This is an optimization exercise on Yosys and OpenROAD, whose aim is small area and a short achievable clock period, not a production implementation. Function not checked in this run: the RTL went through the layout flow alone.

File: flow/design.v
module mm_fa (input a, input b, input c, output s, output co);
assign s  = a ^ b ^ c;
assign co = (a & b) | (c & (a ^ b));
endmodule
module mm_ha (input a, input b, output s, output co);
assign s  = a ^ b;
assign co = a & b;
endmodule
module montgomery_multiply (
    input           clk,
    input   [11:0]  a0,
    input   [11:0]  b0,
    output  [11:0]  r
);
reg [22:0] px1;
reg [20:0] py1;
reg [23:0] p2r;
reg [12:0] qhn3;
reg [12:0] pl3;
reg [12:0] r4;
wire w1;
wire w2;
wire w3;
wire w4;
wire w5;
wire w6;
wire w7;
wire w8;
wire w9;
wire w10;
wire w11;
wire w12;
wire w13;
wire w14;
wire w15;
wire w16;
wire w17;
wire w18;
wire w19;
wire w20;
wire w21;
wire w22;
wire w23;
wire w24;
wire w25;
wire w26;
wire w27;
wire w28;
wire w29;
wire w30;
wire w31;
wire w32;
wire w33;
wire w34;
wire w35;
wire w36;
wire w37;
wire w38;
wire w39;
wire w40;
wire w41;
wire w42;
wire w43;
wire w44;
wire w45;
wire w46;
wire w47;
wire w48;
wire w49;
wire w50;
wire w51;
wire w52;
wire w53;
wire w54;
wire w55;
wire w56;
wire w57;
wire w58;
wire w59;
wire w60;
wire w61;
wire w62;
wire w63;
wire w64;
wire w65;
wire w66;
wire w67;
wire w68;
wire w69;
wire w70;
wire w71;
wire w72;
wire w73;
wire w74;
wire w75;
wire w76;
wire w77;
wire w78;
wire w79;
wire w80;
wire w81;
wire w82;
wire w83;
wire w84;
wire w85;
wire w86;
wire w87;
wire w88;
wire w89;
wire w90;
wire w91;
wire w92;
wire w93;
wire w94;
wire w95;
wire w96;
wire w97;
wire w98;
wire w99;
wire w100;
wire w101;
wire w102;
wire w103;
wire w104;
wire w105;
wire w106;
wire w107;
wire w108;
wire w109;
wire w110;
wire w111;
wire w112;
wire w113;
wire w114;
wire w115;
wire w116;
wire w117;
wire w118;
wire w119;
wire w120;
wire w121;
wire w122;
wire w123;
wire w124;
wire w125;
wire w126;
wire w127;
wire w128;
wire w129;
wire w130;
wire w131;
wire w132;
wire w133;
wire w134;
wire w135;
wire w136;
wire w137;
wire w138;
wire w139;
wire w140;
wire w141;
wire w142;
wire w143;
wire w144;
wire w145;
wire w146;
wire w147;
wire w148;
wire w149;
wire w150;
wire w151;
wire w152;
wire w153;
wire w154;
wire w155;
wire w156;
wire w157;
wire w158;
wire w159;
wire w160;
wire w161;
wire w162;
wire w163;
wire w164;
wire w165;
wire w166;
wire w167;
wire w168;
wire w169;
wire w170;
wire w171;
wire w172;
wire w173;
wire w174;
wire w175;
wire w176;
wire w177;
wire w178;
wire w179;
wire w180;
wire w181;
wire w182;
wire w183;
wire w184;
wire w185;
wire w186;
wire w187;
wire w188;
wire w189;
wire w190;
wire w191;
wire w192;
wire w193;
wire w194;
wire w195;
wire w196;
wire w197;
wire w198;
wire w199;
wire w200;
wire w201;
wire w202;
wire w203;
wire w204;
wire w205;
wire w206;
wire w207;
wire w208;
wire w209;
wire w210;
wire w211;
wire w212;
wire w213;
wire w214;
wire w215;
wire w216;
wire w217;
wire w218;
wire w219;
wire w220;
wire w221;
wire w222;
wire w223;
wire w224;
wire w225;
wire w226;
wire w227;
wire w228;
wire w229;
wire w230;
wire w231;
wire w232;
wire w233;
wire w234;
wire w235;
wire w236;
wire w237;
wire w238;
wire w239;
wire w240;
wire w241;
wire w242;
wire w243;
wire w244;
wire w245;
wire w246;
wire w247;
wire w248;
wire w249;
wire w250;
wire w251;
wire w252;
wire w253;
wire w254;
wire w255;
wire w256;
wire w257;
wire w258;
wire w259;
wire w260;
wire w261;
wire w262;
wire w263;
wire w264;
wire w265;
wire w266;
wire w267;
wire w268;
wire w269;
wire w270;
wire w271;
wire w272;
wire w273;
wire w274;
wire w275;
wire w276;
wire w277;
wire w278;
wire w279;
wire w280;
wire w281;
wire w282;
wire w283;
wire w284;
wire w285;
wire w286;
wire w287;
wire w288;
wire w289;
wire w290;
wire w291;
wire w292;
wire w293;
wire w294;
wire w295;
wire w296;
wire w297;
wire w298;
wire w299;
wire w300;
wire w301;
wire w302;
wire w303;
wire w304;
wire w305;
wire w306;
wire w307;
wire w308;
wire w309;
wire w310;
wire w311;
wire w312;
wire w313;
wire w314;
wire w315;
wire w316;
wire w317;
wire w318;
wire w319;
wire w320;
wire w321;
wire w322;
wire w323;
wire w324;
wire w325;
wire w326;
wire w327;
wire w328;
wire w329;
wire w330;
wire w331;
wire w332;
wire w333;
wire w334;
wire w335;
wire w336;
wire w337;
wire w338;
wire w339;
wire w340;
wire w341;
wire w342;
wire w343;
wire w344;
wire w345;
wire w346;
wire w347;
wire w348;
wire w349;
wire w350;
wire w351;
wire w352;
wire w353;
wire w354;
wire w355;
wire w356;
wire w357;
wire w358;
wire w359;
wire w360;
wire w361;
wire w362;
wire w363;
wire w364;
wire w365;
wire w366;
wire w367;
wire w368;
wire w369;
wire w370;
wire w371;
wire w372;
wire w373;
wire w374;
wire w375;
wire w376;
wire w377;
wire w378;
wire w379;
wire w380;
wire w381;
wire w382;
wire w383;
wire w384;
wire w385;
wire w386;
wire w387;
wire w388;
wire w389;
wire w390;
wire w391;
wire w392;
wire w393;
wire w394;
wire w395;
wire w396;
wire w397;
wire w398;
wire w399;
wire w400;
wire w401;
wire w402;
wire w403;
wire w404;
wire w405;
wire w406;
wire w407;
wire w408;
wire w409;
wire w410;
wire w411;
wire w412;
wire w413;
wire w414;
wire w415;
wire w416;
wire w417;
wire w418;
wire w419;
wire w420;
wire w421;
wire w422;
wire w423;
wire w424;
wire w425;
wire w426;
wire w427;
wire w428;
wire w429;
wire w430;
wire w431;
wire w432;
wire w433;
wire w434;
wire w435;
wire w436;
wire w437;
wire w438;
wire w439;
wire w440;
wire w441;
wire w442;
wire w443;
wire w444;
wire w445;
wire w446;
wire w447;
wire w448;
wire w449;
wire w450;
wire w451;
wire w452;
wire w453;
wire w454;
wire w455;
wire w456;
wire w457;
wire w458;
wire w459;
wire w460;
wire w461;
wire w462;
wire w463;
wire w464;
wire w465;
wire w466;
wire w467;
wire w468;
wire w469;
wire w470;
wire w471;
wire w472;
wire w473;
wire w474;
wire w475;
wire w476;
wire w477;
wire w478;
wire w479;
wire w480;
wire w481;
wire w482;
wire w483;
wire w484;
wire w485;
wire w486;
wire w487;
wire w488;
wire w489;
wire w490;
wire w491;
wire w492;
wire w493;
wire w494;
wire w495;
wire w496;
wire w497;
wire w498;
wire w499;
wire w500;
wire w501;
wire w502;
wire w503;
wire w504;
wire w505;
wire w506;
wire w507;
wire w508;
wire w509;
wire w510;
wire w511;
wire w512;
wire w513;
wire w514;
wire w515;
wire w516;
wire w517;
wire w518;
wire w519;
wire w520;
wire w521;
wire w522;
wire w523;
wire w524;
wire w525;
wire w526;
wire w527;
wire w528;
wire w529;
wire w530;
wire w531;
wire w532;
wire w533;
wire w534;
wire w535;
wire w536;
wire w537;
wire w538;
wire w539;
wire w540;
wire w541;
wire w542;
wire w543;
wire w544;
wire w545;
wire w546;
wire w547;
wire w548;
wire w549;
wire w550;
wire w551;
wire w552;
wire w553;
wire w554;
wire w555;
wire w556;
wire w557;
wire w558;
wire w559;
wire w560;
wire w561;
wire w562;
wire w563;
wire w564;
wire w565;
wire w566;
wire w567;
wire w568;
wire w569;
wire w570;
wire w571;
wire w572;
wire w573;
wire w574;
wire w575;
wire w576;
wire w577;
wire w578;
wire w579;
wire w580;
wire w581;
wire w582;
wire w583;
wire w584;
wire w585;
wire w586;
wire w587;
wire w588;
wire w589;
wire w590;
wire w591;
wire w592;
wire w593;
wire w594;
wire w595;
wire w596;
wire w597;
wire w598;
wire w599;
wire w600;
wire w601;
wire w602;
wire w603;
wire w604;
wire w605;
wire w606;
wire w607;
wire w608;
wire w609;
wire w610;
wire w611;
wire w612;
wire w613;
wire w614;
wire w615;
wire w616;
wire w617;
wire w618;
wire w619;
wire w620;
wire w621;
wire w622;
wire w623;
wire w624;
wire w625;
wire w626;
wire w627;
wire w628;
wire w629;
wire w630;
wire w631;
wire w632;
wire w633;
wire w634;
wire w635;
wire w636;
wire w637;
wire w638;
wire w639;
wire w640;
wire w641;
wire w642;
wire w643;
wire w644;
wire w645;
wire w646;
wire w647;
wire w648;
wire w649;
wire w650;
wire w651;
wire w652;
wire w653;
wire w654;
wire w655;
wire w656;
wire w657;
wire w658;
wire w659;
wire w660;
wire w661;
wire w662;
wire w663;
wire w664;
wire w665;
wire w666;
wire w667;
wire w668;
wire w669;
wire w670;
wire w671;
wire w672;
wire w673;
wire w674;
wire w675;
wire w676;
wire w677;
wire w678;
wire w679;
wire w680;
wire w681;
wire w682;
wire w683;
wire w684;
wire w685;
wire w686;
wire w687;
wire w688;
wire w689;
wire w690;
wire w691;
wire w692;
wire w693;
wire w694;
wire w695;
wire w696;
wire w697;
wire w698;
wire w699;
wire w700;
wire w701;
wire w702;
wire w703;
wire w704;
wire w705;
wire w706;
wire w707;
wire w708;
wire w709;
wire w710;
wire w711;
wire w712;
wire w713;
wire w714;
wire w715;
wire w716;
wire w717;
wire w718;
wire w719;
wire w720;
wire w721;
wire w722;
wire w723;
wire w724;
wire w725;
wire w726;
wire w727;
wire w728;
wire w729;
wire w730;
wire w731;
wire w732;
wire w733;
wire w734;
wire w735;
wire w736;
wire w737;
wire w738;
wire w739;
wire w740;
wire w741;
wire w742;
wire w743;
wire w744;
wire w745;
wire w746;
wire w747;
wire w748;
wire w749;
wire w750;
wire w751;
wire w752;
wire w753;
wire w754;
wire w755;
wire w756;
wire w757;
wire w758;
wire w759;
wire w760;
wire w761;
wire w762;
wire w763;
wire w764;
wire w765;
wire w766;
wire w767;
wire w768;
wire w769;
wire w770;
wire w771;
wire w772;
wire w773;
wire w774;
wire w775;
wire w776;
wire w777;
wire w778;
wire w779;
wire w780;
wire w781;
wire w782;
wire w783;
wire w784;
wire w785;
wire w786;
wire w787;
wire w788;
wire w789;
wire w790;
wire w791;
wire w792;
wire w793;
wire w794;
wire w795;
wire w796;
wire w797;
wire w798;
wire w799;
wire w800;
wire w801;
wire w802;
wire w803;
wire w804;
wire w805;
wire w806;
wire w807;
wire w808;
wire w809;
wire w810;
wire w811;
wire w812;
wire w813;
wire w814;
wire w815;
wire w816;
wire w817;
wire w818;
wire w819;
wire w820;
wire w821;
wire w822;
wire w823;
wire w824;
wire w825;
wire w826;
wire w827;
wire w828;
assign w1 = ~(a0[0] & b0[0]);
assign w2 = ~(a0[0] & b0[1]);
assign w3 = ~(a0[0] & b0[2]);
assign w4 = ~(a0[0] & b0[3]);
assign w5 = ~(a0[0] & b0[4]);
assign w6 = ~(a0[0] & b0[5]);
assign w7 = ~(a0[0] & b0[6]);
assign w8 = ~(a0[0] & b0[7]);
assign w9 = ~(a0[0] & b0[8]);
assign w10 = ~(a0[0] & b0[9]);
assign w11 = ~(a0[0] & b0[10]);
assign w12 = ~(a0[0] & b0[11]);
assign w13 = ~(a0[1] & b0[0]);
assign w14 = ~(a0[1] & b0[1]);
assign w15 = ~(a0[1] & b0[2]);
assign w16 = ~(a0[1] & b0[3]);
assign w17 = ~(a0[1] & b0[4]);
assign w18 = ~(a0[1] & b0[5]);
assign w19 = ~(a0[1] & b0[6]);
assign w20 = ~(a0[1] & b0[7]);
assign w21 = ~(a0[1] & b0[8]);
assign w22 = ~(a0[1] & b0[9]);
assign w23 = ~(a0[1] & b0[10]);
assign w24 = ~(a0[1] & b0[11]);
assign w25 = ~(a0[2] & b0[0]);
assign w26 = ~(a0[2] & b0[1]);
assign w27 = ~(a0[2] & b0[2]);
assign w28 = ~(a0[2] & b0[3]);
assign w29 = ~(a0[2] & b0[4]);
assign w30 = ~(a0[2] & b0[5]);
assign w31 = ~(a0[2] & b0[6]);
assign w32 = ~(a0[2] & b0[7]);
assign w33 = ~(a0[2] & b0[8]);
assign w34 = ~(a0[2] & b0[9]);
assign w35 = ~(a0[2] & b0[10]);
assign w36 = ~(a0[2] & b0[11]);
assign w37 = ~(a0[3] & b0[0]);
assign w38 = ~(a0[3] & b0[1]);
assign w39 = ~(a0[3] & b0[2]);
assign w40 = ~(a0[3] & b0[3]);
assign w41 = ~(a0[3] & b0[4]);
assign w42 = ~(a0[3] & b0[5]);
assign w43 = ~(a0[3] & b0[6]);
assign w44 = ~(a0[3] & b0[7]);
assign w45 = ~(a0[3] & b0[8]);
assign w46 = ~(a0[3] & b0[9]);
assign w47 = ~(a0[3] & b0[10]);
assign w48 = ~(a0[3] & b0[11]);
assign w49 = ~(a0[4] & b0[0]);
assign w50 = ~(a0[4] & b0[1]);
assign w51 = ~(a0[4] & b0[2]);
assign w52 = ~(a0[4] & b0[3]);
assign w53 = ~(a0[4] & b0[4]);
assign w54 = ~(a0[4] & b0[5]);
assign w55 = ~(a0[4] & b0[6]);
assign w56 = ~(a0[4] & b0[7]);
assign w57 = ~(a0[4] & b0[8]);
assign w58 = ~(a0[4] & b0[9]);
assign w59 = ~(a0[4] & b0[10]);
assign w60 = ~(a0[4] & b0[11]);
assign w61 = ~(a0[5] & b0[0]);
assign w62 = ~(a0[5] & b0[1]);
assign w63 = ~(a0[5] & b0[2]);
assign w64 = ~(a0[5] & b0[3]);
assign w65 = ~(a0[5] & b0[4]);
assign w66 = ~(a0[5] & b0[5]);
assign w67 = ~(a0[5] & b0[6]);
assign w68 = ~(a0[5] & b0[7]);
assign w69 = ~(a0[5] & b0[8]);
assign w70 = ~(a0[5] & b0[9]);
assign w71 = ~(a0[5] & b0[10]);
assign w72 = ~(a0[5] & b0[11]);
assign w73 = ~(a0[6] & b0[0]);
assign w74 = ~(a0[6] & b0[1]);
assign w75 = ~(a0[6] & b0[2]);
assign w76 = ~(a0[6] & b0[3]);
assign w77 = ~(a0[6] & b0[4]);
assign w78 = ~(a0[6] & b0[5]);
assign w79 = ~(a0[6] & b0[6]);
assign w80 = ~(a0[6] & b0[7]);
assign w81 = ~(a0[6] & b0[8]);
assign w82 = ~(a0[6] & b0[9]);
assign w83 = ~(a0[6] & b0[10]);
assign w84 = ~(a0[6] & b0[11]);
assign w85 = ~(a0[7] & b0[0]);
assign w86 = ~(a0[7] & b0[1]);
assign w87 = ~(a0[7] & b0[2]);
assign w88 = ~(a0[7] & b0[3]);
assign w89 = ~(a0[7] & b0[4]);
assign w90 = ~(a0[7] & b0[5]);
assign w91 = ~(a0[7] & b0[6]);
assign w92 = ~(a0[7] & b0[7]);
assign w93 = ~(a0[7] & b0[8]);
assign w94 = ~(a0[7] & b0[9]);
assign w95 = ~(a0[7] & b0[10]);
assign w96 = ~(a0[7] & b0[11]);
assign w97 = ~(a0[8] & b0[0]);
assign w98 = ~(a0[8] & b0[1]);
assign w99 = ~(a0[8] & b0[2]);
assign w100 = ~(a0[8] & b0[3]);
assign w101 = ~(a0[8] & b0[4]);
assign w102 = ~(a0[8] & b0[5]);
assign w103 = ~(a0[8] & b0[6]);
assign w104 = ~(a0[8] & b0[7]);
assign w105 = ~(a0[8] & b0[8]);
assign w106 = ~(a0[8] & b0[9]);
assign w107 = ~(a0[8] & b0[10]);
assign w108 = ~(a0[8] & b0[11]);
assign w109 = ~(a0[9] & b0[0]);
assign w110 = ~(a0[9] & b0[1]);
assign w111 = ~(a0[9] & b0[2]);
assign w112 = ~(a0[9] & b0[3]);
assign w113 = ~(a0[9] & b0[4]);
assign w114 = ~(a0[9] & b0[5]);
assign w115 = ~(a0[9] & b0[6]);
assign w116 = ~(a0[9] & b0[7]);
assign w117 = ~(a0[9] & b0[8]);
assign w118 = ~(a0[9] & b0[9]);
assign w119 = ~(a0[9] & b0[10]);
assign w120 = ~(a0[9] & b0[11]);
assign w121 = ~(a0[10] & b0[0]);
assign w122 = ~(a0[10] & b0[1]);
assign w123 = ~(a0[10] & b0[2]);
assign w124 = ~(a0[10] & b0[3]);
assign w125 = ~(a0[10] & b0[4]);
assign w126 = ~(a0[10] & b0[5]);
assign w127 = ~(a0[10] & b0[6]);
assign w128 = ~(a0[10] & b0[7]);
assign w129 = ~(a0[10] & b0[8]);
assign w130 = ~(a0[10] & b0[9]);
assign w131 = ~(a0[10] & b0[10]);
assign w132 = ~(a0[10] & b0[11]);
assign w133 = ~(a0[11] & b0[0]);
assign w134 = ~(a0[11] & b0[1]);
assign w135 = ~(a0[11] & b0[2]);
assign w136 = ~(a0[11] & b0[3]);
assign w137 = ~(a0[11] & b0[4]);
assign w138 = ~(a0[11] & b0[5]);
assign w139 = ~(a0[11] & b0[6]);
assign w140 = ~(a0[11] & b0[7]);
assign w141 = ~(a0[11] & b0[8]);
assign w142 = ~(a0[11] & b0[9]);
assign w143 = ~(a0[11] & b0[10]);
assign w144 = ~(a0[11] & b0[11]);
mm_fa u_w145 (.a(w10), .b(w21), .c(w32), .s(w145), .co(w146));
mm_fa u_w147 (.a(w11), .b(w22), .c(w33), .s(w147), .co(w148));
mm_fa u_w149 (.a(w44), .b(w55), .c(w66), .s(w149), .co(w150));
mm_fa u_w151 (.a(w12), .b(w23), .c(w34), .s(w151), .co(w152));
mm_fa u_w153 (.a(w45), .b(w56), .c(w67), .s(w153), .co(w154));
mm_fa u_w155 (.a(w78), .b(w89), .c(w100), .s(w155), .co(w156));
mm_fa u_w157 (.a(w24), .b(w35), .c(w46), .s(w157), .co(w158));
mm_fa u_w159 (.a(w57), .b(w68), .c(w79), .s(w159), .co(w160));
mm_fa u_w161 (.a(w90), .b(w101), .c(w112), .s(w161), .co(w162));
mm_fa u_w163 (.a(w36), .b(w47), .c(w58), .s(w163), .co(w164));
mm_fa u_w165 (.a(w69), .b(w80), .c(w91), .s(w165), .co(w166));
mm_fa u_w167 (.a(w48), .b(w59), .c(w70), .s(w167), .co(w168));
mm_fa u_w169 (.a(w7), .b(w18), .c(w29), .s(w169), .co(w170));
mm_fa u_w171 (.a(w8), .b(w19), .c(w30), .s(w171), .co(w172));
mm_fa u_w173 (.a(w41), .b(w52), .c(w63), .s(w173), .co(w174));
mm_fa u_w175 (.a(w9), .b(w20), .c(w31), .s(w175), .co(w176));
mm_fa u_w177 (.a(w42), .b(w53), .c(w64), .s(w177), .co(w178));
mm_fa u_w179 (.a(w75), .b(w86), .c(w97), .s(w179), .co(w180));
mm_fa u_w181 (.a(w43), .b(w54), .c(w65), .s(w181), .co(w182));
mm_fa u_w183 (.a(w76), .b(w87), .c(w98), .s(w183), .co(w184));
mm_fa u_w185 (.a(w109), .b(w145), .c(1'b1), .s(w185), .co(w186));
mm_fa u_w187 (.a(w77), .b(w88), .c(w99), .s(w187), .co(w188));
mm_fa u_w189 (.a(w110), .b(w121), .c(w146), .s(w189), .co(w190));
mm_fa u_w191 (.a(w147), .b(w149), .c(1'b1), .s(w191), .co(w192));
mm_fa u_w193 (.a(w111), .b(w122), .c(w133), .s(w193), .co(w194));
mm_fa u_w195 (.a(w148), .b(w150), .c(w151), .s(w195), .co(w196));
mm_fa u_w197 (.a(w153), .b(w155), .c(1'b1), .s(w197), .co(w198));
mm_fa u_w199 (.a(w123), .b(w134), .c(w152), .s(w199), .co(w200));
mm_fa u_w201 (.a(w154), .b(w156), .c(w157), .s(w201), .co(w202));
mm_fa u_w203 (.a(w159), .b(w161), .c(1'b1), .s(w203), .co(w204));
mm_fa u_w205 (.a(w102), .b(w113), .c(w124), .s(w205), .co(w206));
mm_fa u_w207 (.a(w135), .b(w158), .c(w160), .s(w207), .co(w208));
mm_fa u_w209 (.a(w162), .b(w163), .c(w165), .s(w209), .co(w210));
mm_fa u_w211 (.a(w81), .b(w92), .c(w103), .s(w211), .co(w212));
mm_fa u_w213 (.a(w114), .b(w125), .c(w136), .s(w213), .co(w214));
mm_fa u_w215 (.a(w164), .b(w166), .c(w167), .s(w215), .co(w216));
mm_fa u_w217 (.a(w60), .b(w71), .c(w82), .s(w217), .co(w218));
mm_fa u_w219 (.a(w93), .b(w104), .c(w115), .s(w219), .co(w220));
mm_fa u_w221 (.a(w126), .b(w137), .c(w168), .s(w221), .co(w222));
mm_fa u_w223 (.a(w72), .b(w83), .c(w94), .s(w223), .co(w224));
mm_fa u_w225 (.a(w105), .b(w116), .c(w127), .s(w225), .co(w226));
mm_fa u_w227 (.a(w84), .b(w95), .c(w106), .s(w227), .co(w228));
mm_fa u_w229 (.a(w5), .b(w16), .c(w27), .s(w229), .co(w230));
mm_fa u_w231 (.a(w6), .b(w17), .c(w28), .s(w231), .co(w232));
mm_fa u_w233 (.a(w39), .b(w50), .c(w61), .s(w233), .co(w234));
mm_fa u_w235 (.a(w40), .b(w51), .c(w62), .s(w235), .co(w236));
mm_fa u_w237 (.a(w73), .b(w169), .c(1'b1), .s(w237), .co(w238));
mm_fa u_w239 (.a(w74), .b(w85), .c(w170), .s(w239), .co(w240));
mm_fa u_w241 (.a(w171), .b(w173), .c(1'b1), .s(w241), .co(w242));
mm_fa u_w243 (.a(w172), .b(w174), .c(w175), .s(w243), .co(w244));
mm_fa u_w245 (.a(w177), .b(w179), .c(1'b1), .s(w245), .co(w246));
mm_fa u_w247 (.a(w176), .b(w178), .c(w180), .s(w247), .co(w248));
mm_fa u_w249 (.a(w181), .b(w183), .c(w185), .s(w249), .co(w250));
mm_fa u_w251 (.a(w182), .b(w184), .c(w186), .s(w251), .co(w252));
mm_fa u_w253 (.a(w187), .b(w189), .c(w191), .s(w253), .co(w254));
mm_fa u_w255 (.a(w188), .b(w190), .c(w192), .s(w255), .co(w256));
mm_fa u_w257 (.a(w193), .b(w195), .c(w197), .s(w257), .co(w258));
mm_fa u_w259 (.a(w194), .b(w196), .c(w198), .s(w259), .co(w260));
mm_fa u_w261 (.a(w199), .b(w201), .c(w203), .s(w261), .co(w262));
mm_fa u_w263 (.a(w200), .b(w202), .c(w204), .s(w263), .co(w264));
mm_fa u_w265 (.a(w205), .b(w207), .c(w209), .s(w265), .co(w266));
mm_fa u_w267 (.a(w206), .b(w208), .c(w210), .s(w267), .co(w268));
mm_fa u_w269 (.a(w211), .b(w213), .c(w215), .s(w269), .co(w270));
mm_fa u_w271 (.a(w212), .b(w214), .c(w216), .s(w271), .co(w272));
mm_fa u_w273 (.a(w217), .b(w219), .c(w221), .s(w273), .co(w274));
mm_fa u_w275 (.a(w138), .b(w218), .c(w220), .s(w275), .co(w276));
mm_fa u_w277 (.a(w222), .b(w223), .c(w225), .s(w277), .co(w278));
mm_fa u_w279 (.a(w117), .b(w128), .c(w139), .s(w279), .co(w280));
mm_fa u_w281 (.a(w224), .b(w226), .c(w227), .s(w281), .co(w282));
mm_fa u_w283 (.a(w96), .b(w107), .c(w118), .s(w283), .co(w284));
mm_fa u_w285 (.a(w129), .b(w140), .c(w228), .s(w285), .co(w286));
mm_fa u_w287 (.a(w108), .b(w119), .c(w130), .s(w287), .co(w288));
mm_fa u_w289 (.a(w4), .b(w15), .c(w26), .s(w289), .co(w290));
mm_fa u_w291 (.a(w38), .b(w49), .c(w229), .s(w291), .co(w292));
mm_fa u_w293 (.a(w230), .b(w231), .c(w233), .s(w293), .co(w294));
mm_fa u_w295 (.a(w232), .b(w234), .c(w235), .s(w295), .co(w296));
mm_fa u_w297 (.a(w236), .b(w238), .c(w239), .s(w297), .co(w298));
mm_fa u_w299 (.a(w240), .b(w242), .c(w243), .s(w299), .co(w300));
mm_fa u_w301 (.a(w244), .b(w246), .c(w247), .s(w301), .co(w302));
mm_fa u_w303 (.a(w248), .b(w250), .c(w251), .s(w303), .co(w304));
mm_fa u_w305 (.a(w252), .b(w254), .c(w255), .s(w305), .co(w306));
mm_fa u_w307 (.a(w256), .b(w258), .c(w259), .s(w307), .co(w308));
mm_fa u_w309 (.a(w260), .b(w262), .c(w263), .s(w309), .co(w310));
mm_fa u_w311 (.a(w264), .b(w266), .c(w267), .s(w311), .co(w312));
mm_fa u_w313 (.a(w268), .b(w270), .c(w271), .s(w313), .co(w314));
mm_fa u_w315 (.a(w272), .b(w274), .c(w275), .s(w315), .co(w316));
mm_fa u_w317 (.a(w276), .b(w278), .c(w279), .s(w317), .co(w318));
mm_fa u_w319 (.a(w280), .b(w282), .c(w283), .s(w319), .co(w320));
mm_fa u_w321 (.a(w141), .b(w284), .c(w286), .s(w321), .co(w322));
mm_fa u_w323 (.a(w120), .b(w131), .c(w142), .s(w323), .co(w324));
mm_fa u_w325 (.a(w3), .b(w14), .c(w25), .s(w325), .co(w326));
mm_fa u_w327 (.a(w37), .b(w289), .c(1'b1), .s(w327), .co(w328));
mm_fa u_w329 (.a(w290), .b(w291), .c(1'b1), .s(w329), .co(w330));
mm_fa u_w331 (.a(w292), .b(w293), .c(1'b1), .s(w331), .co(w332));
mm_fa u_w333 (.a(w237), .b(w294), .c(w295), .s(w333), .co(w334));
mm_fa u_w335 (.a(w241), .b(w296), .c(w297), .s(w335), .co(w336));
mm_fa u_w337 (.a(w245), .b(w298), .c(w299), .s(w337), .co(w338));
mm_fa u_w339 (.a(w249), .b(w300), .c(w301), .s(w339), .co(w340));
mm_fa u_w341 (.a(w253), .b(w302), .c(w303), .s(w341), .co(w342));
mm_fa u_w343 (.a(w257), .b(w304), .c(w305), .s(w343), .co(w344));
mm_fa u_w345 (.a(w261), .b(w306), .c(w307), .s(w345), .co(w346));
mm_fa u_w347 (.a(w265), .b(w308), .c(w309), .s(w347), .co(w348));
mm_fa u_w349 (.a(w269), .b(w310), .c(w311), .s(w349), .co(w350));
mm_fa u_w351 (.a(w273), .b(w312), .c(w313), .s(w351), .co(w352));
mm_fa u_w353 (.a(w277), .b(w314), .c(w315), .s(w353), .co(w354));
mm_fa u_w355 (.a(w281), .b(w316), .c(w317), .s(w355), .co(w356));
mm_fa u_w357 (.a(w285), .b(w318), .c(w319), .s(w357), .co(w358));
mm_fa u_w359 (.a(w287), .b(w320), .c(w321), .s(w359), .co(w360));
mm_fa u_w361 (.a(w288), .b(w322), .c(w323), .s(w361), .co(w362));
mm_fa u_w363 (.a(w132), .b(w143), .c(w324), .s(w363), .co(w364));
assign w365 = px1[0] & 1'b1;
assign w366 = px1[0] ^ 1'b1;
assign w367 = px1[1] & py1[0];
assign w368 = px1[1] ^ py1[0];
assign w369 = px1[2] & 1'b1;
assign w370 = px1[2] ^ 1'b1;
assign w371 = px1[3] & py1[1];
assign w372 = px1[3] ^ py1[1];
assign w373 = px1[4] & py1[2];
assign w374 = px1[4] ^ py1[2];
assign w375 = px1[5] & py1[3];
assign w376 = px1[5] ^ py1[3];
assign w377 = px1[6] & py1[4];
assign w378 = px1[6] ^ py1[4];
assign w379 = px1[7] & py1[5];
assign w380 = px1[7] ^ py1[5];
assign w381 = px1[8] & py1[6];
assign w382 = px1[8] ^ py1[6];
assign w383 = px1[9] & py1[7];
assign w384 = px1[9] ^ py1[7];
assign w385 = px1[10] & py1[8];
assign w386 = px1[10] ^ py1[8];
assign w387 = px1[11] & py1[9];
assign w388 = px1[11] ^ py1[9];
assign w389 = px1[12] & py1[10];
assign w390 = px1[12] ^ py1[10];
assign w391 = px1[13] & py1[11];
assign w392 = px1[13] ^ py1[11];
assign w393 = px1[14] & py1[12];
assign w394 = px1[14] ^ py1[12];
assign w395 = px1[15] & py1[13];
assign w396 = px1[15] ^ py1[13];
assign w397 = px1[16] & py1[14];
assign w398 = px1[16] ^ py1[14];
assign w399 = px1[17] & py1[15];
assign w400 = px1[17] ^ py1[15];
assign w401 = px1[18] & py1[16];
assign w402 = px1[18] ^ py1[16];
assign w403 = px1[19] & py1[17];
assign w404 = px1[19] ^ py1[17];
assign w405 = px1[20] & py1[18];
assign w406 = px1[20] ^ py1[18];
assign w407 = px1[21] & py1[19];
assign w408 = px1[21] ^ py1[19];
assign w409 = px1[22] & py1[20];
assign w410 = px1[22] ^ py1[20];
assign w411 = 1'b1 & 1'b1;
assign w412 = 1'b1 ^ 1'b1;
assign w413 = w365 | (w366 & 1'b1);
assign w414 = w367 | (w368 & w413);
assign w415 = w368 & w366;
assign w416 = w371 | (w372 & w369);
assign w417 = w372 & w370;
assign w418 = w375 | (w376 & w373);
assign w419 = w376 & w374;
assign w420 = w379 | (w380 & w377);
assign w421 = w380 & w378;
assign w422 = w383 | (w384 & w381);
assign w423 = w384 & w382;
assign w424 = w387 | (w388 & w385);
assign w425 = w388 & w386;
assign w426 = w391 | (w392 & w389);
assign w427 = w392 & w390;
assign w428 = w395 | (w396 & w393);
assign w429 = w396 & w394;
assign w430 = w399 | (w400 & w397);
assign w431 = w400 & w398;
assign w432 = w403 | (w404 & w401);
assign w433 = w404 & w402;
assign w434 = w407 | (w408 & w405);
assign w435 = w408 & w406;
assign w436 = w411 | (w412 & w409);
assign w437 = w412 & w410;
assign w438 = w369 | (w370 & w414);
assign w439 = w370 & w415;
assign w440 = w416 | (w417 & w414);
assign w441 = w417 & w415;
assign w442 = w377 | (w378 & w418);
assign w443 = w378 & w419;
assign w444 = w420 | (w421 & w418);
assign w445 = w421 & w419;
assign w446 = w385 | (w386 & w422);
assign w447 = w386 & w423;
assign w448 = w424 | (w425 & w422);
assign w449 = w425 & w423;
assign w450 = w393 | (w394 & w426);
assign w451 = w394 & w427;
assign w452 = w428 | (w429 & w426);
assign w453 = w429 & w427;
assign w454 = w401 | (w402 & w430);
assign w455 = w402 & w431;
assign w456 = w432 | (w433 & w430);
assign w457 = w433 & w431;
assign w458 = w409 | (w410 & w434);
assign w459 = w410 & w435;
assign w460 = w436 | (w437 & w434);
assign w461 = w437 & w435;
assign w462 = w373 | (w374 & w440);
assign w463 = w374 & w441;
assign w464 = w418 | (w419 & w440);
assign w465 = w419 & w441;
assign w466 = w442 | (w443 & w440);
assign w467 = w443 & w441;
assign w468 = w444 | (w445 & w440);
assign w469 = w445 & w441;
assign w470 = w389 | (w390 & w448);
assign w471 = w390 & w449;
assign w472 = w426 | (w427 & w448);
assign w473 = w427 & w449;
assign w474 = w450 | (w451 & w448);
assign w475 = w451 & w449;
assign w476 = w452 | (w453 & w448);
assign w477 = w453 & w449;
assign w478 = w405 | (w406 & w456);
assign w479 = w406 & w457;
assign w480 = w434 | (w435 & w456);
assign w481 = w435 & w457;
assign w482 = w458 | (w459 & w456);
assign w483 = w459 & w457;
assign w484 = w460 | (w461 & w456);
assign w485 = w461 & w457;
assign w486 = w381 | (w382 & w468);
assign w487 = w382 & w469;
assign w488 = w422 | (w423 & w468);
assign w489 = w423 & w469;
assign w490 = w446 | (w447 & w468);
assign w491 = w447 & w469;
assign w492 = w448 | (w449 & w468);
assign w493 = w449 & w469;
assign w494 = w470 | (w471 & w468);
assign w495 = w471 & w469;
assign w496 = w472 | (w473 & w468);
assign w497 = w473 & w469;
assign w498 = w474 | (w475 & w468);
assign w499 = w475 & w469;
assign w500 = w476 | (w477 & w468);
assign w501 = w477 & w469;
assign w502 = w397 | (w398 & w500);
assign w503 = w398 & w501;
assign w504 = w430 | (w431 & w500);
assign w505 = w431 & w501;
assign w506 = w454 | (w455 & w500);
assign w507 = w455 & w501;
assign w508 = w456 | (w457 & w500);
assign w509 = w457 & w501;
assign w510 = w478 | (w479 & w500);
assign w511 = w479 & w501;
assign w512 = w480 | (w481 & w500);
assign w513 = w481 & w501;
assign w514 = w482 | (w483 & w500);
assign w515 = w483 & w501;
assign w516 = w484 | (w485 & w500);
assign w517 = w485 & w501;
assign w518 = w366 ^ 1'b1;
assign w519 = w368 ^ w413;
assign w520 = w370 ^ w414;
assign w521 = w372 ^ w438;
assign w522 = w374 ^ w440;
assign w523 = w376 ^ w462;
assign w524 = w378 ^ w464;
assign w525 = w380 ^ w466;
assign w526 = w382 ^ w468;
assign w527 = w384 ^ w486;
assign w528 = w386 ^ w488;
assign w529 = w388 ^ w490;
assign w530 = w390 ^ w492;
assign w531 = w392 ^ w494;
assign w532 = w394 ^ w496;
assign w533 = w396 ^ w498;
assign w534 = w398 ^ w500;
assign w535 = w400 ^ w502;
assign w536 = w402 ^ w504;
assign w537 = w404 ^ w506;
assign w538 = w406 ^ w508;
assign w539 = w408 ^ w510;
assign w540 = w410 ^ w512;
assign w541 = w412 ^ w514;
mm_ha u_w542 (.a(p2r[12]), .b(p2r[14]), .s(w542), .co(w543));
mm_ha u_w544 (.a(p2r[13]), .b(p2r[15]), .s(w544), .co(w545));
mm_ha u_w546 (.a(p2r[14]), .b(p2r[16]), .s(w546), .co(w547));
mm_ha u_w548 (.a(p2r[15]), .b(p2r[17]), .s(w548), .co(w549));
mm_ha u_w550 (.a(p2r[10]), .b(p2r[12]), .s(w550), .co(w551));
mm_fa u_w552 (.a(p2r[13]), .b(~p2r[17]), .c(~p2r[19]), .s(w552), .co(w553));
mm_fa u_w554 (.a(~p2r[18]), .b(~p2r[20]), .c(p2r[11]), .s(w554), .co(w555));
mm_fa u_w556 (.a(~p2r[19]), .b(~p2r[21]), .c(w543), .s(w556), .co(w557));
mm_fa u_w558 (.a(~p2r[20]), .b(~p2r[22]), .c(w545), .s(w558), .co(w559));
mm_fa u_w560 (.a(~p2r[21]), .b(~p2r[23]), .c(w547), .s(w560), .co(w561));
mm_fa u_w562 (.a(p2r[18]), .b(~p2r[22]), .c(~p2r[16]), .s(w562), .co(w563));
mm_fa u_w564 (.a(p2r[19]), .b(~p2r[23]), .c(p2r[16]), .s(w564), .co(w565));
mm_ha u_w566 (.a(p2r[18]), .b(p2r[20]), .s(w566), .co(w567));
mm_ha u_w568 (.a(p2r[11]), .b(~p2r[15]), .s(w568), .co(w569));
mm_fa u_w570 (.a(~p2r[16]), .b(~p2r[18]), .c(w550), .s(w570), .co(w571));
mm_fa u_w572 (.a(~p2r[11]), .b(w551), .c(w552), .s(w572), .co(w573));
mm_fa u_w574 (.a(w542), .b(w553), .c(w554), .s(w574), .co(w575));
mm_fa u_w576 (.a(w544), .b(w555), .c(w556), .s(w576), .co(w577));
mm_fa u_w578 (.a(w546), .b(w557), .c(w558), .s(w578), .co(w579));
mm_fa u_w580 (.a(w548), .b(w559), .c(w560), .s(w580), .co(w581));
mm_fa u_w582 (.a(w549), .b(w561), .c(w562), .s(w582), .co(w583));
mm_fa u_w584 (.a(~p2r[17]), .b(w563), .c(w564), .s(w584), .co(w585));
mm_fa u_w586 (.a(p2r[17]), .b(w565), .c(w566), .s(w586), .co(w587));
mm_fa u_w588 (.a(p2r[21]), .b(~p2r[19]), .c(w567), .s(w588), .co(w589));
mm_fa u_w590 (.a(p2r[22]), .b(p2r[19]), .c(~p2r[20]), .s(w590), .co(w591));
mm_fa u_w592 (.a(p2r[23]), .b(p2r[20]), .c(~p2r[21]), .s(w592), .co(w593));
mm_ha u_w594 (.a(p2r[21]), .b(~p2r[22]), .s(w594), .co(w595));
mm_ha u_w596 (.a(p2r[22]), .b(~p2r[23]), .s(w596), .co(w597));
assign w598 = ~p2r[17] & w568;
assign w599 = ~p2r[17] ^ w568;
assign w600 = w569 & w570;
assign w601 = w569 ^ w570;
assign w602 = w571 & w572;
assign w603 = w571 ^ w572;
assign w604 = w573 & w574;
assign w605 = w573 ^ w574;
assign w606 = w575 & w576;
assign w607 = w575 ^ w576;
assign w608 = w577 & w578;
assign w609 = w577 ^ w578;
assign w610 = w579 & w580;
assign w611 = w579 ^ w580;
assign w612 = w581 & w582;
assign w613 = w581 ^ w582;
assign w614 = w583 & w584;
assign w615 = w583 ^ w584;
assign w616 = w585 & w586;
assign w617 = w585 ^ w586;
assign w618 = w587 & w588;
assign w619 = w587 ^ w588;
assign w620 = w589 & w590;
assign w621 = w589 ^ w590;
assign w622 = w591 & w592;
assign w623 = w591 ^ w592;
assign w624 = w593 & w594;
assign w625 = w593 ^ w594;
assign w626 = w595 & w596;
assign w627 = w595 ^ w596;
assign w628 = ~p2r[23] & w597;
assign w629 = ~p2r[23] ^ w597;
assign w630 = w600 | (w601 & w598);
assign w631 = w601 & w599;
assign w632 = w604 | (w605 & w602);
assign w633 = w605 & w603;
assign w634 = w608 | (w609 & w606);
assign w635 = w609 & w607;
assign w636 = w612 | (w613 & w610);
assign w637 = w613 & w611;
assign w638 = w616 | (w617 & w614);
assign w639 = w617 & w615;
assign w640 = w620 | (w621 & w618);
assign w641 = w621 & w619;
assign w642 = w624 | (w625 & w622);
assign w643 = w625 & w623;
assign w644 = w628 | (w629 & w626);
assign w645 = w629 & w627;
assign w646 = w602 | (w603 & w630);
assign w647 = w603 & w631;
assign w648 = w632 | (w633 & w630);
assign w649 = w633 & w631;
assign w650 = w610 | (w611 & w634);
assign w651 = w611 & w635;
assign w652 = w636 | (w637 & w634);
assign w653 = w637 & w635;
assign w654 = w618 | (w619 & w638);
assign w655 = w619 & w639;
assign w656 = w640 | (w641 & w638);
assign w657 = w641 & w639;
assign w658 = w626 | (w627 & w642);
assign w659 = w627 & w643;
assign w660 = w644 | (w645 & w642);
assign w661 = w645 & w643;
assign w662 = w606 | (w607 & w648);
assign w663 = w607 & w649;
assign w664 = w634 | (w635 & w648);
assign w665 = w635 & w649;
assign w666 = w650 | (w651 & w648);
assign w667 = w651 & w649;
assign w668 = w652 | (w653 & w648);
assign w669 = w653 & w649;
assign w670 = w622 | (w623 & w656);
assign w671 = w623 & w657;
assign w672 = w642 | (w643 & w656);
assign w673 = w643 & w657;
assign w674 = w658 | (w659 & w656);
assign w675 = w659 & w657;
assign w676 = w660 | (w661 & w656);
assign w677 = w661 & w657;
assign w678 = w614 | (w615 & w668);
assign w679 = w615 & w669;
assign w680 = w638 | (w639 & w668);
assign w681 = w639 & w669;
assign w682 = w654 | (w655 & w668);
assign w683 = w655 & w669;
assign w684 = w656 | (w657 & w668);
assign w685 = w657 & w669;
assign w686 = w670 | (w671 & w668);
assign w687 = w671 & w669;
assign w688 = w672 | (w673 & w668);
assign w689 = w673 & w669;
assign w690 = w674 | (w675 & w668);
assign w691 = w675 & w669;
assign w692 = w676 | (w677 & w668);
assign w693 = w677 & w669;
assign w694 = w601 ^ w598;
assign w695 = w603 ^ w630;
assign w696 = w605 ^ w646;
assign w697 = w607 ^ w648;
assign w698 = w609 ^ w662;
assign w699 = w611 ^ w664;
assign w700 = w613 ^ w666;
assign w701 = w615 ^ w668;
assign w702 = w617 ^ w678;
assign w703 = w619 ^ w680;
assign w704 = w621 ^ w682;
assign w705 = w623 ^ w684;
assign w706 = w625 ^ w686;
assign w707 = w627 ^ w688;
assign w708 = w629 ^ w690;
mm_fa u_w709 (.a(qhn3[11]), .b(qhn3[3]), .c(qhn3[1]), .s(w709), .co(w710));
mm_fa u_w711 (.a(pl3[12]), .b(qhn3[12]), .c(qhn3[4]), .s(w711), .co(w712));
mm_ha u_w713 (.a(qhn3[2]), .b(qhn3[1]), .s(w713), .co(w714));
mm_ha u_w715 (.a(pl3[9]), .b(qhn3[9]), .s(w715), .co(w716));
mm_fa u_w717 (.a(qhn3[10]), .b(qhn3[2]), .c(qhn3[0]), .s(w717), .co(w718));
mm_fa u_w719 (.a(qhn3[0]), .b(pl3[10]), .c(~pl3[11]), .s(w719), .co(w720));
mm_fa u_w721 (.a(pl3[11]), .b(w710), .c(w711), .s(w721), .co(w722));
mm_ha u_w723 (.a(pl3[1]), .b(qhn3[1]), .s(w723), .co(w724));
mm_ha u_w725 (.a(pl3[2]), .b(qhn3[2]), .s(w725), .co(w726));
mm_ha u_w727 (.a(pl3[3]), .b(qhn3[3]), .s(w727), .co(w728));
mm_ha u_w729 (.a(pl3[4]), .b(qhn3[4]), .s(w729), .co(w730));
mm_ha u_w731 (.a(pl3[5]), .b(qhn3[5]), .s(w731), .co(w732));
mm_ha u_w733 (.a(pl3[6]), .b(qhn3[6]), .s(w733), .co(w734));
mm_ha u_w735 (.a(pl3[7]), .b(qhn3[7]), .s(w735), .co(w736));
mm_fa u_w737 (.a(qhn3[8]), .b(qhn3[0]), .c(~pl3[8]), .s(w737), .co(w738));
mm_fa u_w739 (.a(qhn3[1]), .b(pl3[8]), .c(w715), .s(w739), .co(w740));
mm_fa u_w741 (.a(~pl3[10]), .b(w716), .c(w717), .s(w741), .co(w742));
mm_fa u_w743 (.a(w709), .b(w718), .c(w719), .s(w743), .co(w744));
mm_fa u_w745 (.a(w713), .b(w720), .c(w721), .s(w745), .co(w746));
assign w747 = qhn3[0] & ~pl3[0];
assign w748 = qhn3[0] ^ ~pl3[0];
assign w749 = pl3[0] & w723;
assign w750 = pl3[0] ^ w723;
assign w751 = w724 & w725;
assign w752 = w724 ^ w725;
assign w753 = w726 & w727;
assign w754 = w726 ^ w727;
assign w755 = w728 & w729;
assign w756 = w728 ^ w729;
assign w757 = w730 & w731;
assign w758 = w730 ^ w731;
assign w759 = w732 & w733;
assign w760 = w732 ^ w733;
assign w761 = w734 & w735;
assign w762 = w734 ^ w735;
assign w763 = w736 & w737;
assign w764 = w736 ^ w737;
assign w765 = w738 & w739;
assign w766 = w738 ^ w739;
assign w767 = w740 & w741;
assign w768 = w740 ^ w741;
assign w769 = w742 & w743;
assign w770 = w742 ^ w743;
assign w771 = w744 & w745;
assign w772 = w744 ^ w745;
assign w773 = w749 | (w750 & w747);
assign w774 = w750 & w748;
assign w775 = w753 | (w754 & w751);
assign w776 = w754 & w752;
assign w777 = w757 | (w758 & w755);
assign w778 = w758 & w756;
assign w779 = w761 | (w762 & w759);
assign w780 = w762 & w760;
assign w781 = w765 | (w766 & w763);
assign w782 = w766 & w764;
assign w783 = w769 | (w770 & w767);
assign w784 = w770 & w768;
assign w785 = w751 | (w752 & w773);
assign w786 = w752 & w774;
assign w787 = w775 | (w776 & w773);
assign w788 = w776 & w774;
assign w789 = w759 | (w760 & w777);
assign w790 = w760 & w778;
assign w791 = w779 | (w780 & w777);
assign w792 = w780 & w778;
assign w793 = w767 | (w768 & w781);
assign w794 = w768 & w782;
assign w795 = w783 | (w784 & w781);
assign w796 = w784 & w782;
assign w797 = w755 | (w756 & w787);
assign w798 = w756 & w788;
assign w799 = w777 | (w778 & w787);
assign w800 = w778 & w788;
assign w801 = w789 | (w790 & w787);
assign w802 = w790 & w788;
assign w803 = w791 | (w792 & w787);
assign w804 = w792 & w788;
assign w805 = w771 | (w772 & w795);
assign w806 = w772 & w796;
assign w807 = w763 | (w764 & w803);
assign w808 = w764 & w804;
assign w809 = w781 | (w782 & w803);
assign w810 = w782 & w804;
assign w811 = w793 | (w794 & w803);
assign w812 = w794 & w804;
assign w813 = w795 | (w796 & w803);
assign w814 = w796 & w804;
assign w815 = w805 | (w806 & w803);
assign w816 = w806 & w804;
assign w817 = w750 ^ w747;
assign w818 = w752 ^ w773;
assign w819 = w754 ^ w785;
assign w820 = w756 ^ w787;
assign w821 = w758 ^ w797;
assign w822 = w760 ^ w799;
assign w823 = w762 ^ w801;
assign w824 = w764 ^ w803;
assign w825 = w766 ^ w807;
assign w826 = w768 ^ w809;
assign w827 = w770 ^ w811;
assign w828 = w772 ^ w813;
always @(posedge clk) begin
    px1[0] <= w1;
    px1[1] <= w2;
    px1[2] <= w325;
    px1[3] <= w326;
    px1[4] <= w328;
    px1[5] <= w330;
    px1[6] <= w332;
    px1[7] <= w334;
    px1[8] <= w336;
    px1[9] <= w338;
    px1[10] <= w340;
    px1[11] <= w342;
    px1[12] <= w344;
    px1[13] <= w346;
    px1[14] <= w348;
    px1[15] <= w350;
    px1[16] <= w352;
    px1[17] <= w354;
    px1[18] <= w356;
    px1[19] <= w358;
    px1[20] <= w360;
    px1[21] <= w362;
    px1[22] <= w144;
    py1[0] <= w13;
    py1[1] <= w327;
    py1[2] <= w329;
    py1[3] <= w331;
    py1[4] <= w333;
    py1[5] <= w335;
    py1[6] <= w337;
    py1[7] <= w339;
    py1[8] <= w341;
    py1[9] <= w343;
    py1[10] <= w345;
    py1[11] <= w347;
    py1[12] <= w349;
    py1[13] <= w351;
    py1[14] <= w353;
    py1[15] <= w355;
    py1[16] <= w357;
    py1[17] <= w359;
    py1[18] <= w361;
    py1[19] <= w363;
    py1[20] <= w364;
    p2r[0] <= ~w518;
    p2r[1] <= ~w519;
    p2r[2] <= ~w520;
    p2r[3] <= ~w521;
    p2r[4] <= ~w522;
    p2r[5] <= ~w523;
    p2r[6] <= ~w524;
    p2r[7] <= ~w525;
    p2r[8] <= ~w526;
    p2r[9] <= ~w527;
    p2r[10] <= ~w528;
    p2r[11] <= ~w529;
    p2r[12] <= ~w530;
    p2r[13] <= ~w531;
    p2r[14] <= ~w532;
    p2r[15] <= ~w533;
    p2r[16] <= ~w534;
    p2r[17] <= ~w535;
    p2r[18] <= ~w536;
    p2r[19] <= ~w537;
    p2r[20] <= ~w538;
    p2r[21] <= ~w539;
    p2r[22] <= ~w540;
    p2r[23] <= ~w541;
    qhn3[0] <= ~w696;
    qhn3[1] <= ~w697;
    qhn3[2] <= ~w698;
    qhn3[3] <= ~w699;
    qhn3[4] <= ~w700;
    qhn3[5] <= ~w701;
    qhn3[6] <= ~w702;
    qhn3[7] <= ~w703;
    qhn3[8] <= ~w704;
    qhn3[9] <= ~w705;
    qhn3[10] <= ~w706;
    qhn3[11] <= ~w707;
    qhn3[12] <= ~w708;
    pl3[0] <= p2r[0];
    pl3[1] <= p2r[1];
    pl3[2] <= p2r[2];
    pl3[3] <= p2r[3];
    pl3[4] <= p2r[4];
    pl3[5] <= p2r[5];
    pl3[6] <= p2r[6];
    pl3[7] <= p2r[7];
    pl3[8] <= p2r[8];
    pl3[9] <= p2r[9];
    pl3[10] <= p2r[10];
    pl3[11] <= p2r[11];
    pl3[12] <= p2r[12];
    r4[0] <= w748;
    r4[1] <= w817;
    r4[2] <= w818;
    r4[3] <= w819;
    r4[4] <= w820;
    r4[5] <= w821;
    r4[6] <= w822;
    r4[7] <= w823;
    r4[8] <= w824;
    r4[9] <= w825;
    r4[10] <= w826;
    r4[11] <= w827;
    r4[12] <= w828;
end
assign r = r4[11:0] + ({12{r4[12]}} & 12'd3329);
endmodule
module montgomery_top (
    input           clk     ,
    input           rst_n   ,
    input           en      ,
    input   [11:0]  a       ,
    input   [11:0]  b       ,
    output          busy    ,
    output          done    ,
    output  [11:0]  r
);
reg [4:0] vld;
always @(posedge clk) begin
    if (!rst_n) vld <= 5'd0;
    else        vld <= {vld[3:0], en};
end
assign done = vld[4];
assign busy = en | done;
reg [11:0] a0, b0;
always @(posedge clk) begin
    a0 <= a;
    b0 <= b;
end
montgomery_multiply u_mm (.clk(clk), .a0(a0), .b0(b0), .r(r));
endmodule
File: flow/flow/run.sh
#!/bin/bash
# Standard layout, with the port buffers made from the smallest plain buffer and
# a clock tree of larger sink clusters without dummy loads.
set -euo pipefail
bash standard.sh "BUFFER_PORTS_ARGS=-buffer_cell sky130_fd_sc_hd__buf_1" \
  "CTS_ARGS=-sink_clustering_enable -repair_clock_nets -dont_use_dummy_load -sink_clustering_size 80 -sink_clustering_max_diameter 300 -sink_clustering_levels 1 -buf_list sky130_fd_sc_hd__clkbuf_8" \
  finish > standard_flow.log 2>&1
File: flow/standard.sh
#!/bin/bash
# synth_recipe.tcl (not shown) runs the flow's synth.tcl, then flattens the netlist and writes it again
# the make line also repeats each setting of config.mk as NAME=value (left out here)
make -C /OpenROAD-flow-scripts/flow DESIGN_CONFIG=/design/flow/config.mk WORK_HOME=/design/flow/orfs CLKGATE_MAP_FILE= SYNTH_SCRIPT=/design/flow/synth_recipe.tcl "${@:-finish}"
File: flow/config.mk
export PLATFORM = sky130hd
export DESIGN_NAME = montgomery_top
export DESIGN_NICKNAME = montgomery_top
export VERILOG_FILES = /design/flow/design.v
export SDC_FILE = /design/flow/constraint.sdc
export NUM_CORES = 4
export LEC_CHECK = 0
export ABC_CLOCK_PERIOD_IN_PS = 3500
export CAP_MARGIN = 20
export CORE_MARGIN = 2
export CORE_UTILIZATION = 65
export CTS_BUF_LIST = sky130_fd_sc_hd__clkbuf_8
export CTS_CLUSTER_SIZE = 40
export SETUP_SLACK_MARGIN = 4.4
export SLEW_MARGIN = 20
export SYNTH_HIERARCHICAL = 1
File: flow/constraint.sdc
create_clock -name core_clock -period 8.0 [get_ports {clk}]
set_input_delay 1.6000 -clock core_clock [delete_from_list [all_inputs] [get_ports {clk}]]
set_output_delay 1.6000 -clock core_clock [all_outputs]
set_load 0.01 [all_outputs]
==> notes.md <==
-- worst paths after layout --
path	startpoint	to	slack [ns]	cells after the start
worst min-delay path	u_mm.p2r[2]$_DFF_P_	u_mm.pl3[2]$_DFF_P_	0.31	0
worst max-delay path	en	busy	4.40	3
worst min register to register	u_mm.p2r[2]$_DFF_P_	u_mm.pl3[2]$_DFF_P_	0.31	0
worst max register to register	u_mm.p2r[19]$_DFF_P_	u_mm.qhn3[12]$_DFF_P_	4.55	11
-- registers in the layout, indices dropped and copies added, names as in the netlist --
name	count
vld	5
u_mm.py1	21
a0	12
u_mm.px1	23
u_mm.r4	13
u_mm.p2r	24
u_mm.pl3	13
b0	12
u_mm.qhn3	13
-- layer usage --
metal / vias up / global-route usage / share of wire
met4: 0 / 0.107 / 0.024
met2: 182 / 0.440 / 0.53
met5: - / 0 / 0
met1: 2595 / 0.289 / 0.39
li1: 2389 / - / -
met3: 39 / 0.0569 / 0.054
-- cells by family after synthesis --
group           share of synthesized area
simple gates                        0.105
buf+inv                            0.0274
xor+xnor                           0.0475
fa+ha+maj                           0.451
compound gates                     0.0469
other cells                      0.000442
flops                               0.321
-- final cells by class --
cell class | instances | area (µm²)
multi-input combinational | 542 | 5680
fill | 953 | 3500
sequential | 136 | 2730
clock buffer | 17 | 234
tap | 172 | 215
timing repair buffer | 42 | 169
inverter | 38 | 143
-- modules after synthesis (local to each module, per instance) --
module / area, µm² / cells inside / copies in the design
mm_ha: 12.5 / 1 / 18
mm_fa: 20.0 / 1 / 139
montgomery_top: 618 / 35 / 1
montgomery_multiply: 4850 / 539 / 1
-- metrics by stage --
stage | area, µm² | std cells
2_1_floorplan | 8510 | 740
3_3_place_gp | 8790 | 928
3_5_place_dp | 8790 | 928
4_1_cts | 9080 | 945
5_1_grt | 9170 | 947
6_report | 9170 | 947
-- cell usage in the layout (no fill, tap or decap), types with 10 or more instances in the layout --
cell type and count:
a21oi_1 14, buf_1 37, clkbuf_8 17, conb_1 10, dfxtp_1 130, fa_1 148, ha_1 65, inv_1 36
nand2_1 160, nor2_1 12, o21ai_0 10, xnor2_1 31, xor2_1 15
-- cell usage after synthesis, types with 2 or more instances --
cell / n
or2_2: 3
o21bai_1: 5
a21oi_1: 15
a2111oi_2: 2
clkbuf_1: 24
and3_1: 3
xnor2_1: 31
o211ai_1: 2
inv_1: 38
a21o_1: 5
ha_1: 69
nor3_1: 6
nand3_1: 8
nand2_1: 160
a211oi_1: 2
nor2b_1: 3
o21a_1: 2
xor2_1: 15
nand2b_1: 3
fa_1: 148
nor2_1: 14
o21ai_0: 11
and2_1: 5
dfxtp_1: 136
-- repair_timing --
item                                    in CTS  in global routing
resized for setup                           12                 21
endpoints found under the hold margin        0                  0
pin swaps                                    1                  6
endpoints found under the setup margin       5                  6
setup buffers                                0                  2
==> notes.md <==
* Status: timing/DRC/antenna clean
* Vias in the first global route at 5758
* Min-Delay Path Class: reg -> reg
* Final-report setup violation count at 0
* Main synth FF type: dfxtp_1
* Hold Vio Cnt, Final at 0
* #FFs+latches synth at ~140
* H-tree depth at 4
* Worst Setup Slack, final at approximately 4.4 ns
* Starting Density at 0.669
* Post-Syn Instances at between 700 and 800
* Crit path max-delay family: buffers and inverters
* Core Area at 12700 µm²
* Hold buffer count at CTS at 0
* Vias at 5205
* Clk slew on worst S/H paths at ~0.070 ns
* Post-detail-place hpwl at 12400 µm
* Total of max-cap violations at 0
* Number of remaining DRC errors at 0
* Post-route ant nets at 0
* Gpl congestion at 0.879
* Row Count at 41
* Die outline height at about 120 µm
* Kind of critical path: in -> out
* Sequential share of the synthesized area at 0.321
* Worst setup SP type: primary input
* F_max at 278 MHz
* Clk sink count at ~140
* Distinct cell type count after synthesis at 45
* Pin count of the biggest net entering global routing at 17
* Worst Tran Pin Value at roughly 0.58 ns
* Global Route Usage Sum at 0.249
* Worst path slowest cell: or2_1
* # port buffers at 40
* Io pins at 41
* DRT Wirelength at approximately 16000 µm
* Clk Latency, worst-skew pair at around 0.44 ns
* WHS at 0.315 ns
* Critical Path AT at roughly 2.0 ns
* CP max stage delay at between 0.15 and 0.2 ns
* N_diodes at 0
* Critical path cell sequence: buf_1, or2_1, clkbuf_2
* DR vias/cell at approximately 5.5
* Mapped cell area at 8480 µm²
* Tcrit/Tclk final at 0.450
* Initial antenna violation count at 0
* Area Growth Syn to Fin at 8.14%
* Root Driver: clkbuf_8
* CP max FO at 2
* Die Width at about 120 µm
* CTS max path bufs at 2
* Slew Viols, Final at 0
* Share of cells above drive strength 1 at 0.0697
* RSZ-0062 raised after global routing: yes
* Share of flip-flops with an asynchronous set or reset at 0
* EDFF count, synth at 0
* Share of the synthesized area in the top cell type at 0.349
* DR pass1 iterations at 5
* Bufs and invs on worst path at 2
* Synth area leaders: fa_1, dfxtp_1, ha_1
* Synthesis Warnings at 8
* CTS tree: done
* CP endpoint kind: output port
* Global route overflow at 0
* Fin util at 0.724
* Worst-case clock skew at 0.0276 ns
* Post-synth top area cell: fa_1
* Avg Inst Size Synth at about 12 µm²
* Die Area at between 10000 and 15000 µm²
* Iter 0 DRT Violations at 244
* Global-route wire length before repair at ~27000 µm
* Setup TNS at 0 ns
* Nets@finish at ~1.0k
* Slew headroom at 0.615
* Wirelength per Cell at approximately 17 µm
* CTS buffer count at 17
* Critical path required time at between 6 and 7 ns
* Min cycle time layout at between 3 and 4 ns
* Dpl ws at about 4.4 ns

==> separate check: timing with driven ports <==
The results above use ideal ports. As a check the final layout listed here was re-extracted and re-timed, cells and wires unchanged. Step 1 assumes that a clkbuf_16 drives the clock port and a buf_2 every other input. Step 2, shift: input delay + t, output delay - t, t = (earliest + latest rising clock arrival at the registers) / 2. This alone moves slack from input paths to output paths. a / b / c = ideal ports / drivers / drivers and shift; a / b = the first two.
t (ns): 0.464
slack for setup (ns): 4.403 / 4.382 / 4.382
worst hold slack (ns): 0.315 / 0.315 / 0.315
worst register clock-pin slew, ns: 0.07 / 0.07
pins driven straight from the clock port: 1
After both steps this run still meets setup and hold. The setup slack of this run moves by -0.021 ns with the drivers and by -0.021 ns with both steps.
